Source: an optimization exercise on an open RTL-to-GDS flow (aim: a short achievable clock period and few clock cycles). Production flows keep margins and buffers that such runs may drop. In this exercise RTL edits were held to simulation tests only and were not proved equivalent to the original.

## the reference run
Design cpu, start of the top module:
module cpu(
	input clk,
	input rst,
	output[31:0] mem_addr,
	output[31:0] mem_wdata,
	output mem_we,
	input[31:0] mem_rdata
);
localparam OP_LUI = 7'b0110111, OP_AUIPC = 7'b0010111, OP_JAL = 7'b1101111,
           OP_JALR = 7'b1100111, OP_B = 7'b1100011, OP_L = 7'b0000011,
           OP_S = 7'b0100011, OP_I = 7'b0010011, OP_R = 7'b0110011;
reg        rst_q;       
reg [31:0] pa;          
reg        pa_data;     
reg        we_q;
reg [31:0] wd_q;
reg [10:0] fpc;         
reg        d_valid;
reg [31:0] ir;
reg [31:0] d_pc;
reg        rd_q;        
reg [31:0] tgt_q;       
reg        tsel_q;      
reg [31:0] jbase_q, jimm_q;   
wire [31:0] jsum_q = jbase_q + jimm_q;
reg        e_valid;
reg [4:0]  e_sh;        
reg [31:0] e_a, e_b, e_bx, e_imm, e_pre, e_alt;
reg [4:0]  e_rd;
reg        e_wr;        
reg        e_ldw;       
reg        e_mem;       
reg        e_store, e_branch, e_jalr, e_pred;
reg [2:0]  e_f3;
reg        e_sub, e_sra;
reg [8:0]  e_sel;
reg        m_load;      
reg [4:0]  m_rd;
reg [2:0]  m_f3;
reg [31:0] ld_raw;
reg        w_ld;        
reg [4:0]  w_rd;
reg [2:0]  w_f3;
assign mem_addr  = pa;
assign mem_wdata = wd_q;
assign mem_we    = we_q;
wire [31:0] e_res;
wire        e_taken;
alu u_alu(.a(e_a), .b(e_b), .bx(e_bx), .sh(e_sh), .sub(e_sub), .sra(e_sra), .sel(e_sel), .pre(e_pre),
          .bf3(e_f3), .res(e_res), .taken(e_taken));
wire [31:0] e_addr = e_a + e_imm;
wire redirect = e_valid & ((e_branch & (e_taken ^ e_pred)) | e_jalr);
wire [31:0] r_tgt = e_jalr ? {e_addr[31:1], 1'b0} : e_alt;
wire e_fwd_ok = e_valid & e_wr;
reg [31:0] ld_ext;
always @(*) begin
	case (w_f3)
		3'b000: ld_ext = {{24{ld_raw[7]}}, ld_raw[7:0]};
		3'b001: ld_ext = {{16{ld_raw[15]}}, ld_raw[15:0]};
		3'b100: ld_ext = {24'b0, ld_raw[7:0]};
		default: ld_ext = ld_raw;
	endcase
end
wire [6:0] d_op  = ir[6:0];
wire [4:0] d_rd  = ir[11:7];
wire [4:0] d_rs1 = ir[19:15];
wire [4:0] d_rs2 = ir[24:20];
wire [2:0] d_f3  = ir[14:12];
wire d_lui   = d_op == OP_LUI;
wire d_auipc = d_op == OP_AUIPC;
wire d_jal   = d_op == OP_JAL;
wire d_jalr  = d_op == OP_JALR;
wire d_br    = d_op == OP_B;
wire d_ld    = d_op == OP_L;
wire d_st    = d_op == OP_S;
wire d_opi   = d_op == OP_I;
  ...
Settings: LEC_CHECK=0, ABC_CLOCK_PERIOD_IN_PS=3000, CAP_MARGIN=20, CORE_MARGIN=2, CORE_UTILIZATION=20, PLACE_DENSITY=0.35, SETUP_SLACK_MARGIN=5, SLEW_MARGIN=20; clock period 11.0 ns.
standard.sh (not shown) runs the stock make flow with config.mk's settings and CLKGATE_MAP_FILE= SYNTH_SCRIPT=/design/flow/synth_recipe.tcl, a recipe that flattens the netlist after the stock synthesis.
==> flow/flow/run.sh <==
#!/bin/bash
# Standard layout, with timing repair aimed well below the clock period so that
# the layout is optimised for speed (the constraints themselves are unchanged).
set -euo pipefail
bash standard.sh SETUP_SLACK_MARGIN=7.2 TNS_END_PERCENT=100 finish > flow_standard.log 2>&1
Testbench counts of the reference run, summed over its fixed seeds: cycles 15,164.
diff inputs: the reference run => the trial run
diff --git a/flow/design.v b/flow/design.v
--- a/flow/design.v
+++ b/flow/design.v
@@ -1,30 +1,29 @@
 module alu(
 	input  [31:0] a,
 	input  [31:0] b,
-	input  [4:0]  sh,       
 	input  [31:0] bx,       
 	input         sub,      
 	input         sra,      
 	input  [8:0]  sel,      
 	input  [31:0] pre,      
 	input  [2:0]  bf3,      
 	output [31:0] res,
 	output        taken
 );
 wire [33:0] sum2 = {1'b0, a, 1'b1} + {1'b0, bx, sub};
 wire [32:0] sum = sum2[33:1];
 wire eq  = (a == b);
 wire lt  = ($signed(a) < $signed(b));
 wire ltu = (a < b);
 wire slt  = lt;
 wire sltu = ltu;
-wire [31:0] shl = a << sh;
-wire [31:0] shr = $signed({sra & a[31], a}) >>> sh;
+wire [31:0] shl = a << b[4:0];
+wire [31:0] shr = $signed({sra & a[31], a}) >>> b[4:0];
 assign res = ({32{sel[0]}} & sum[31:0])
            | ({32{sel[1]}} & shl)
            | ({32{sel[2]}} & {31'b0, slt})
            | ({32{sel[3]}} & {31'b0, sltu})
            | ({32{sel[4]}} & (a ^ b))
            | ({32{sel[5]}} & shr)
            | ({32{sel[6]}} & (a | b))
            | ({32{sel[7]}} & (a & b))
@@ -64,17 +63,16 @@
 reg [31:0] ir;
 reg [31:0] d_pc;
 reg        rd_q;        
 reg [31:0] tgt_q;       
 reg        tsel_q;      
 reg [31:0] jbase_q, jimm_q;   
 wire [31:0] jsum_q = jbase_q + jimm_q;
 reg        e_valid;
-reg [4:0]  e_sh;        
 reg [31:0] e_a, e_b, e_bx, e_imm, e_pre, e_alt;
 reg [4:0]  e_rd;
 reg        e_wr;        
 reg        e_ldw;       
 reg        e_mem;       
 reg        e_store, e_branch, e_jalr, e_pred;
 reg [2:0]  e_f3;
 reg        e_sub, e_sra;
@@ -86,17 +84,17 @@
 reg        w_ld;        
 reg [4:0]  w_rd;
 reg [2:0]  w_f3;
 assign mem_addr  = pa;
 assign mem_wdata = wd_q;
 assign mem_we    = we_q;
 wire [31:0] e_res;
 wire        e_taken;
-alu u_alu(.a(e_a), .b(e_b), .bx(e_bx), .sh(e_sh), .sub(e_sub), .sra(e_sra), .sel(e_sel), .pre(e_pre),
+alu u_alu(.a(e_a), .b(e_b), .bx(e_bx), .sub(e_sub), .sra(e_sra), .sel(e_sel), .pre(e_pre),
           .bf3(e_f3), .res(e_res), .taken(e_taken));
 wire [31:0] e_addr = e_a + e_imm;
 wire redirect = e_valid & ((e_branch & (e_taken ^ e_pred)) | e_jalr);
 wire [31:0] r_tgt = e_jalr ? {e_addr[31:1], 1'b0} : e_alt;
 wire e_fwd_ok = e_valid & e_wr;
 reg [31:0] ld_ext;
 always @(*) begin
 	case (w_f3)
@@ -231,17 +229,16 @@
 	e_rdoh <= rd_oh;
 	m_rdoh <= e_rdoh;
 	w_rdoh <= m_rdoh;
 	m_f3 <= e_f3;
 	w_rd <= m_rd;
 	w_f3 <= m_f3;
 	e_a <= v1;
 	e_b <= d_opi ? imm_i : v2;
-	e_sh <= (d_sel[1] | d_sel[5]) ? (d_opi ? imm_i[4:0] : v2[4:0]) : 5'b0;
 	e_bx <= d_opi ? (d_subop ? ~imm_i : imm_i) : (d_subop ? ~v2 : v2);
 	e_imm <= d_st ? imm_s : imm_i;
 	e_pre <= d_lui ? imm_u : d_auipc ? (d_pc + imm_u) : d_pc4;
 	e_alt <= d_pred ? d_pc4 : d_btgt;
 	e_rd <= d_rd;
 	e_wr <= (d_alu | d_sel[8]) & (d_rd != 5'd0);
 	e_ldw <= d_ld & (d_rd != 5'd0);
 	e_mem <= d_st | (d_ld & (d_rd != 5'd0));
### Flow results
Both conditions hold for the trial run: the flow ran to the end and the final layout passed the timing, DRC and antenna checks. The reference run: no failed stages, no open violations at the end. Changes observed in the trial run relative to the reference run: total number of clock tree sinks went down 0.30%, post-synthesis instance area level, pin count of the biggest net entering global routing dropped 29. Compared with the reference run, the trial run shows a higher switching fraction of total power. From the reference run to the trial run the numbers moved as follows: utilization decreased by 0.17 points relative to the old numbers, final period utilization increased by 1.9 points relative to the old numbers, depth of the critical timing path with buffers and inverters included increased by 1 relative to the old numbers. | clock-buffer cell count | lower: the trial run |. Estimated wirelength of the detail-placed design essentially unchanged between the reference run and the trial run.
Testbench counts of the trial run, summed over its fixed seeds: cycles 15,164.

afterwards: timing with drivers on the ports:
The flow's constraints put no driver on any port. The routed layouts listed below were extracted and timed again, unchanged, in two steps. Step 1 (the two cells are an assumption about what drives the block):
set clk [get_ports {clk}]
set_driving_cell -lib_cell sky130_fd_sc_hd__clkbuf_16 $clk
set_driving_cell -lib_cell sky130_fd_sc_hd__buf_2 [delete_from_list [all_inputs] $clk]
Step 2 adds t to the input delays and takes it off the output delays; t is the mean of the earliest and latest rising clock arrival at the registers after step 1. Input paths then give back, and output paths get back, about the clock's delay inside the block. Three values: ideal, step 1, step 2; two values: the first two.
run | shift t [ns] | slack for setup (ns) | worst setup path after step 2 | clock arrival spread, ns
the reference run | 1.048 | 7.139 / 7.139 / 6.245 | input to register | 0.166 / 0.166
the trial run | 1.052 | 6.927 / 6.927 / 6.346 | input to register | 0.167 / 0.166
After both steps setup and hold are still met in every run listed. The setup slack of the reference run, which loses most, moves by 0.000 ns with the drivers and by -0.894 ns with both steps.
